This design comes from an exercise in tuning for small area on the open sky130 flow, not from production work. At most, simulation tests tie the RTL to the original design; equivalence was not proved. Power is estimated from default activity; no workload was simulated.

==> inputs of run E <==
// ds18b20
module ds18b20(
  input        CLOCK_50,
  input        Q_KEY ,
  input        ds_in,        
  output       ds_pull_low,  
  output [7:0] SEG7_SEG,
  output [3:0] SEG7_SEL
);
wire clk = CLOCK_50;
wire rst = Q_KEY;
reg [13:0] scan;
reg [4:0]  c25;
reg [3:0]  bc;
wire [13:0] scan_nx = scan + 1'b1;
always @(posedge clk or posedge rst)
  if (rst) begin
    scan <= 14'd1023;
    c25  <= 5'd0;
    bc   <= 4'd0;
  end else begin
    scan <= scan_nx;
    c25  <= (c25 == 5'd24) ? 5'd0 : c25 + 1'b1;
    bc   <= (bc == 4'd10) ? 4'd0 : bc + 1'b1;
  end
wire tick = (c25 == 5'd0) & ~scan[0];
function [9:0] T;
  input integer k;
  integer i;
  reg [9:0] x;
  begin
    x = 10'd0;
    for (i = 0; i < (k + 1023) % 1023; i = i + 1)
      x = {x[8:0], ~(x[9] ^ x[6])};
    T = x;
  end
endfunction
reg        rs, cv;
reg [5:0]  s;
reg [9:0]  c;
reg        pl;             
reg [3:0]  t_lo;           
reg [7:0]  d;              
reg        v;              
wire [31:0] cmd = 32'hBECC44CC;
wire wbit = cmd[s[4:0]];
wire rd   = s[5];
wire wr   = ~rs & ~cv & ~rd;
wire rdsl = ~rs & ~cv & rd;
wire       wrap = (c == T(-1));
wire [9:0] c_nx = {c[8:0], ~(c[9] ^ c[6])};
wire [5:0] s_nx = s + wrap;
always @(posedge clk or posedge rst)
  if (rst) begin
    rs <= 1'b1;
    cv <= 1'b0;
    s  <= 6'd63;
    c  <= T(-1);
    pl <= 1'b0;
  end else if (tick) begin
    s <= s_nx;
    c <= c_nx;
    if (rs) begin
      if (c == T(0))   pl <= 1'b1;
      if (c == T(502)) pl <= 1'b0;
      if ((c == T(605) && ds_in) || c == T(1007)) c <= T(0);
      if (c == T(1007)) rs <= 1'b0;
    end else if (cv) begin
      if ((ds_in && (s[5] | s[4])) || (s[5] && s[1:0] == 2'b11 && c == T(564))) begin
        cv <= 1'b0;
        rs <= 1'b1;
        s  <= 6'd16;
        c  <= T(0);
      end
    end else if (!rd) begin
      if (wbit) begin
        if (c == T(0)) pl <= 1'b1;
        if (c == T(2)) pl <= 1'b0;
      end else begin
        if (c == T(1))  pl <= 1'b1;
        if (c == T(82)) pl <= 1'b0;
      end
      if (c == T(82)) begin
        if (s[3:0] == 4'd15) begin
          c <= T(-2);
          if (s[4]) s <= 6'd47;
          else      cv <= 1'b1;
        end else
          c <= T(-1);
      end
    end else begin
      if (c == T(0)) pl <= 1'b1;
  ...
==> module ds18b20, before the edit <==
module ds18b20(
  input        CLOCK_50,
  input        Q_KEY ,
  input        ds_in,        
  output       ds_pull_low,  
  output [7:0] SEG7_SEG,
  output [3:0] SEG7_SEL
);
wire clk = CLOCK_50;
wire rst = Q_KEY;
reg [13:0] scan;
reg [4:0]  c25;
reg [3:0]  bc;
wire [13:0] scan_nx = scan + 1'b1;
always @(posedge clk or posedge rst)
  if (rst) begin
    scan <= 14'd1023;
    c25  <= 5'd0;
    bc   <= 4'd0;
  end else begin
    scan <= scan_nx;
    c25  <= (c25 == 5'd24) ? 5'd0 : c25 + 1'b1;
    bc   <= (bc == 4'd10) ? 4'd0 : bc + 1'b1;
  end
wire tick = (c25 == 5'd0) & ~scan[0];
function [9:0] T;
  input integer k;
  integer i;
  reg [9:0] x;
  begin
    x = 10'd0;
    for (i = 0; i < (k + 1023) % 1023; i = i + 1)
      x = {x[8:0], ~(x[9] ^ x[6])};
    T = x;
  end
endfunction
reg        rs, cv;
reg [5:0]  s;
reg [9:0]  c;
reg        pl;             
reg [3:0]  t_lo;           
reg [7:0]  d;              
reg        v;              
wire [31:0] cmd = 32'hBECC44CC;
wire wbit = cmd[s[4:0]];
wire rd   = s[5];
wire wr   = ~rs & ~cv & ~rd;
wire rdsl = ~rs & ~cv & rd;
wire       wrap = (c == T(-1));
wire [9:0] c_nx = {c[8:0], ~(c[9] ^ c[6])};
wire [5:0] s_nx = s + wrap;
always @(posedge clk or posedge rst)
  if (rst) begin
    rs <= 1'b1;
    cv <= 1'b0;
    s  <= 6'd63;
    c  <= T(-1);
    pl <= 1'b0;
  end else if (tick) begin
    s <= s_nx;
    c <= c_nx;
    if (rs) begin
      if (c == T(0))   pl <= 1'b1;
      if (c == T(502)) pl <= 1'b0;
      if ((c == T(605) && ds_in) || c == T(1007)) c <= T(0);
      if (c == T(1007)) rs <= 1'b0;
    end else if (cv) begin
      if ((ds_in && (s[5] | s[4])) || (s[5] && s[1:0] == 2'b11 && c == T(564))) begin
        cv <= 1'b0;
        rs <= 1'b1;
        s  <= 6'd16;
        c  <= T(0);
      end
    end else if (!rd) begin
      if (wbit) begin
        if (c == T(0)) pl <= 1'b1;
        if (c == T(2)) pl <= 1'b0;
      end else begin
        if (c == T(1))  pl <= 1'b1;
        if (c == T(82)) pl <= 1'b0;
      end
      if (c == T(82)) begin
        if (s[3:0] == 4'd15) begin
          c <= T(-2);
          if (s[4]) s <= 6'd47;
          else      cv <= 1'b1;
        end else
          c <= T(-1);
      end
    end else begin
      if (c == T(0)) pl <= 1'b1;
      if (c == T(2)) pl <= 1'b0;
      if (c == T(70)) begin
        if (s[3:0] == 4'd15) begin
          rs <= 1'b1;
          c  <= T(-2);
        end else
          c <= T(-1);
      end
    end
  end
assign ds_pull_low = pl;
wire sample  = tick & rdsl & (c == T(14));
wire written = rdsl & (c == T(15));
wire commit  = written & (bc == 4'd10) & (c25 >= 5'd11);
always @(posedge clk)
  if (sample) v <= ds_in;
always @(posedge clk or posedge rst)
  if (rst) begin
    t_lo <= 4'hF;
    d    <= 8'h01;
  end else begin
    if (written && s[3:2] == 2'b00) t_lo[s[1:0]] <= v;
    if (commit && s[3:0] >= 4'd4 && s[3:0] <= 4'd11) d[s[3:0] - 4'd4] <= v;
  end
wire [2:0] addr_nx = scan_nx[13:11];    
wire [2:0] addr    = scan[13:11];       
reg [3:0] sel;
always @(*) begin
  sel = 4'b1111;
  if (!addr_nx[2]) sel[addr_nx[1:0]] = 1'b0;
end
assign SEG7_SEL = sel;
wire [7:0] frac10 = {4'd0, t_lo} * 8'd10;
wire [3:0] frac = frac10[7:4];
function [3:0] a3(input [3:0] x);
  case (x)
    4'd5: a3 = 4'd8; 4'd6: a3 = 4'd9; 4'd7: a3 = 4'd10; 4'd8: a3 = 4'd11; 4'd9: a3 = 4'd12;
    4'd0, 4'd1, 4'd2, 4'd3, 4'd4: a3 = x;
    default: a3 = 4'bxxxx;
  endcase
endfunction
wire [3:0] q1 = a3({1'b0, d[7:5]});
wire [3:0] q2 = a3({q1[2:0], d[4]});
wire [3:0] q3 = a3({q2[2:0], d[3]});
wire [3:0] q4 = a3({q3[2:0], d[2]});
wire [3:0] r1 = a3({1'b0, q1[3], q2[3], q3[3]});
wire [3:0] q5 = a3({q4[2:0], d[1]});
wire [3:0] r2 = a3({r1[2:0], q4[3]});
wire [3:0] ones = {q5[2:0], d[0]};
wire [3:0] tens = {r2[2:0], q5[3]};
wire [3:0] hund = {2'b0, r1[3], r2[3]};
reg [3:0] digit;
always @(*)
  case (addr)
    3'd0: digit = frac;
    3'd1: digit = ones;
    3'd2: digit = tens;
    3'd3: digit = hund;
    default: digit = 4'd0;
  endcase
reg blank;           
always @(posedge clk or posedge rst)
  if (rst) blank <= 1'b1;
  else     blank <= 1'b0;
reg [6:0] seg;
always @(*)
  case (digit)
    4'd0: seg = 7'h40;
    4'd1: seg = 7'h79;
    4'd2: seg = 7'h24;
    4'd3: seg = 7'h30;
    4'd4: seg = 7'h19;
    4'd5: seg = 7'h12;
    4'd6: seg = 7'h02;
    4'd7: seg = 7'h78;
    4'd8: seg = 7'h00;
    4'd9: seg = 7'h10;
    default: seg = 7'h7F;
  endcase
assign SEG7_SEG = blank ? 8'hFF : {addr != 3'd1, seg};
endmodule
clock: 10.0 ns
lec_check: 0
abc_area: 1
cap_margin: 20
core_margin: 2
core_utilization: 40
slew_margin: 20
standard.sh (not shown) runs the stock make flow with config.mk's settings and CLKGATE_MAP_FILE= SYNTH_SCRIPT=/design/flow/synth_recipe.tcl, a recipe that flattens the netlist after the stock synthesis.
==> flow/flow/run.sh <==
#!/bin/bash
# Layout flow: the standard flow, with one change to synthesis: the ABC
# technology-mapping step uses an area-only script (flow/area.abc) instead of
# ORFS's script, whose buffering and up-sizing steps add area. Everything
# else (yosys passes, flop mapping, flatten and rename, floorplan, power grid,
# placement, CTS, routing) is the standard flow.
set -euo pipefail
W=$(pwd)
FD=$W/flow

# synthesis core: ORFS's synth.tcl with the abc call pointed at our script
sed "s#log_cmd abc {\*}\$abc_args#log_cmd abc -script $FD/area.abc {*}[lrange \$abc_args 2 end]#" \
  "$FLOW_HOME/scripts/synth.tcl" > $W/my_synth_core.tcl
grep -q "area.abc" $W/my_synth_core.tcl

# The standard flow's synthesis script, sourcing the modified core
sed "s#source \$::env(SCRIPTS_DIR)/synth.tcl#source $W/my_synth_core.tcl#" \
  $W/synth_recipe.tcl > $W/my_synth.tcl
grep -q "my_synth_core.tcl" $W/my_synth.tcl

# The standard flow, with the synthesis script swapped
sed "s#SYNTH_SCRIPT=[^ ]*synth_recipe.tcl#SYNTH_SCRIPT=$W/my_synth.tcl#" standard.sh > $W/my_standard.sh
grep -q "my_synth.tcl" $W/my_standard.sh

bash $W/my_standard.sh finish BUFFER_PORTS_ARGS="-buffer_cell sky130_fd_sc_hd__buf_1" > $W/flow_make.log 2>&1
==> flow/flow/area.abc <==
strash
&get -n
&deepsyn -T 20
&put
dch
amap
==> run H: changes against run E <==
==> flow/design.v (replaced) <==
`timescale 1ns / 1ps
module ds18b20(
  input        CLOCK_50,
  input        Q_KEY ,
  input        ds_in,        
  output       ds_pull_low,  
  output [7:0] SEG7_SEG,
  output [3:0] SEG7_SEL
);
wire clk = CLOCK_50;
wire rst = Q_KEY;
reg [13:0] scan;
reg [4:0]  c25;
reg [3:0]  bc;
always @(posedge clk or posedge rst)
  if (rst) begin
    scan <= 14'd1024;
    c25  <= 5'd0;
    bc   <= 4'd0;
  end else begin
    scan <= scan + 1'b1;
    c25  <= (c25 == 5'd24) ? 5'd0 : c25 + 1'b1;
    bc   <= (bc == 4'd10) ? 4'd0 : bc + 1'b1;
  end
wire tick = (c25 == 5'd0) & scan[0];
reg        rs, cv;
reg [5:0]  s;
reg [14:0] c;
reg        pl;             
reg [3:0]  t_lo;           
reg [7:0]  d;              
reg        v;              
wire [31:0] cmd = 32'hBECC44CC;
wire wbit = cmd[s[4:0]];
wire rd   = s[5];
wire [14:0] c1 = c + 1'b1;
always @(posedge clk or posedge rst)
  if (rst) begin
    rs <= 1'b1;
    cv <= 1'b0;
    s  <= 6'd0;
    c  <= 15'h7FFF;
    pl <= 1'b0;
  end else if (tick) begin
    c <= c1;
    if (rs) begin
      if (c == 15'd0)   pl <= 1'b1;
      if (c == 15'd502) pl <= 1'b0;
      if (c == 15'd605 && ds_in) c <= 15'd0;
      if (c == 15'd1007) begin
        rs <= 1'b0;
        c  <= 15'd0;
      end
    end else if (cv) begin
      if ((c != 15'd0 && ds_in) || c == 15'd20002) begin
        cv <= 1'b0;
        rs <= 1'b1;
        c  <= 15'd0;
      end
    end else if (!rd) begin
      if (wbit) begin
        if (c == 15'd0) pl <= 1'b1;
        if (c == 15'd2) pl <= 1'b0;
      end else begin
        if (c == 15'd1)  pl <= 1'b1;
        if (c == 15'd82) pl <= 1'b0;
      end
      if (c == 15'd83) begin
        s <= s + 1'b1;
        c <= (s == 6'd31) ? 15'h7FFF : 15'd0;
        if (s == 6'd15) cv <= 1'b1;
      end
    end else begin
      if (c == 15'd0) pl <= 1'b1;
      if (c == 15'd2) pl <= 1'b0;
      if (c == 15'd71) begin
        if (s == 6'd47) begin
          s  <= 6'd0;
          rs <= 1'b1;
          c  <= 15'h7FFF;
        end else begin
          s <= s + 1'b1;
          c <= 15'd0;
        end
      end
    end
  end
assign ds_pull_low = pl;
wire rd_sample = tick & ~rs & ~cv & rd & (c == 15'd14);
wire after_sample = ~rs & ~cv & rd & (c >= 15'd15) & (c <= 15'd71);
wire commit = after_sample & (bc == 4'd9) & (c25 >= 5'd10);
always @(posedge clk or posedge rst)
  if (rst) begin
    t_lo <= 4'hF;
    d    <= 8'h01;
  end else begin
    if (rd_sample && s[3:2] == 2'b00) t_lo[s[1:0]] <= ds_in;
    if (commit && s[3:0] >= 4'd4 && s[3:0] <= 4'd11) d[s[3:0] - 4'd4] <= v;
  end
always @(posedge clk)
  if (rd_sample) v <= ds_in;
wire [2:0] addr = scan[13:11];
reg [3:0] sel;
always @(*) begin
  sel = 4'b1111;
  if (!addr[2]) sel[addr[1:0]] = 1'b0;
end
assign SEG7_SEL = sel;
wire [7:0] frac10 = {4'd0, t_lo} * 8'd10;
wire [3:0] frac = frac10[7:4];
wire [3:0] ones = d % 8'd10;
wire [3:0] tens = (d / 8'd10) % 8'd10;
wire [3:0] hund = d / 8'd100;
reg [3:0] digit;
always @(*)
  case (addr)
    3'd0: digit = frac;
    3'd1: digit = ones;
    3'd2: digit = tens;
    3'd3: digit = hund;
    default: digit = 4'd0;
  endcase
reg [3:0] dq;        
reg       dpq;       
always @(posedge clk or posedge rst)
  if (rst) begin
    dq  <= 4'hF;
    dpq <= 1'b1;
  end else begin
    dq  <= digit;
    dpq <= (addr != 3'd1);
  end
reg [6:0] seg;
always @(*)
  case (dq)
    4'd0: seg = 7'h40;
    4'd1: seg = 7'h79;
    4'd2: seg = 7'h24;
    4'd3: seg = 7'h30;
    4'd4: seg = 7'h19;
    4'd5: seg = 7'h12;
    4'd6: seg = 7'h02;
    4'd7: seg = 7'h78;
    4'd8: seg = 7'h00;
    4'd9: seg = 7'h10;
    default: seg = 7'h7F;
  endcase
assign SEG7_SEG = {dpq, seg};
endmodule
==> flow/run.sh (new file) <==
#!/bin/bash
# synth_recipe.tcl (not shown) runs the flow's synth.tcl, then flattens the netlist and writes it again
# the make line also repeats each setting of config.mk as NAME=value (left out here)
make -C /OpenROAD-flow-scripts/flow DESIGN_CONFIG=/design/flow/config.mk WORK_HOME=/design/flow/orfs CLKGATE_MAP_FILE= SYNTH_SCRIPT=/design/flow/synth_recipe.tcl finish
Settings changed: ABC_AREA 1 to default.
removed: flow/flow/run.sh
removed: flow/flow/area.abc
removed: flow/standard.sh
==> run notes <==
- Run H finished clean. Run E completed without violations.
- In run E the critical path depth is higher than in run H, by 13.
- In run H the synthesized cell count is larger than in run E, by about 34%.
- In non-clock buffer count, run H and run E do not differ.
- Between run E and run H, the lower clock power is in run E (gap about 60%, measured against run H).
- In run E the area after synthesis is lower than in run H, by about 30%.
- In run H the sequential cell count is higher than in run E, by 9.
- Combinational power: run H is lower than run E (about 26%).
The RTL of run H was laid out without a check of its function.

re-timing with driven ports:
The flow's constraints put no driver on any port. The routed layouts listed below were extracted and timed again, unchanged, in two steps.
Step 1, drivers: a clkbuf_16 drives CLOCK_50 and a buf_2 each remaining input, both assumed.
Step 2 also shifts input and output timing later by t, the mid clock arrival at the registers, as if the neighbouring blocks saw the same clock.
Three values: ideal, step 1, step 2; two values: the first two.
| run | shift t [ns] | slack for setup (ns) | worst register clock-pin slew, ns |
|---|---|---|---|
| run E | 0.345 | 3.610 / 3.580 / 3.924 | 0.11 / 0.11 |
| run H | 0.364 | 5.818 / 5.781 / 6.079 | 0.06 / 0.06 |
After both steps every run listed still meets setup and hold.
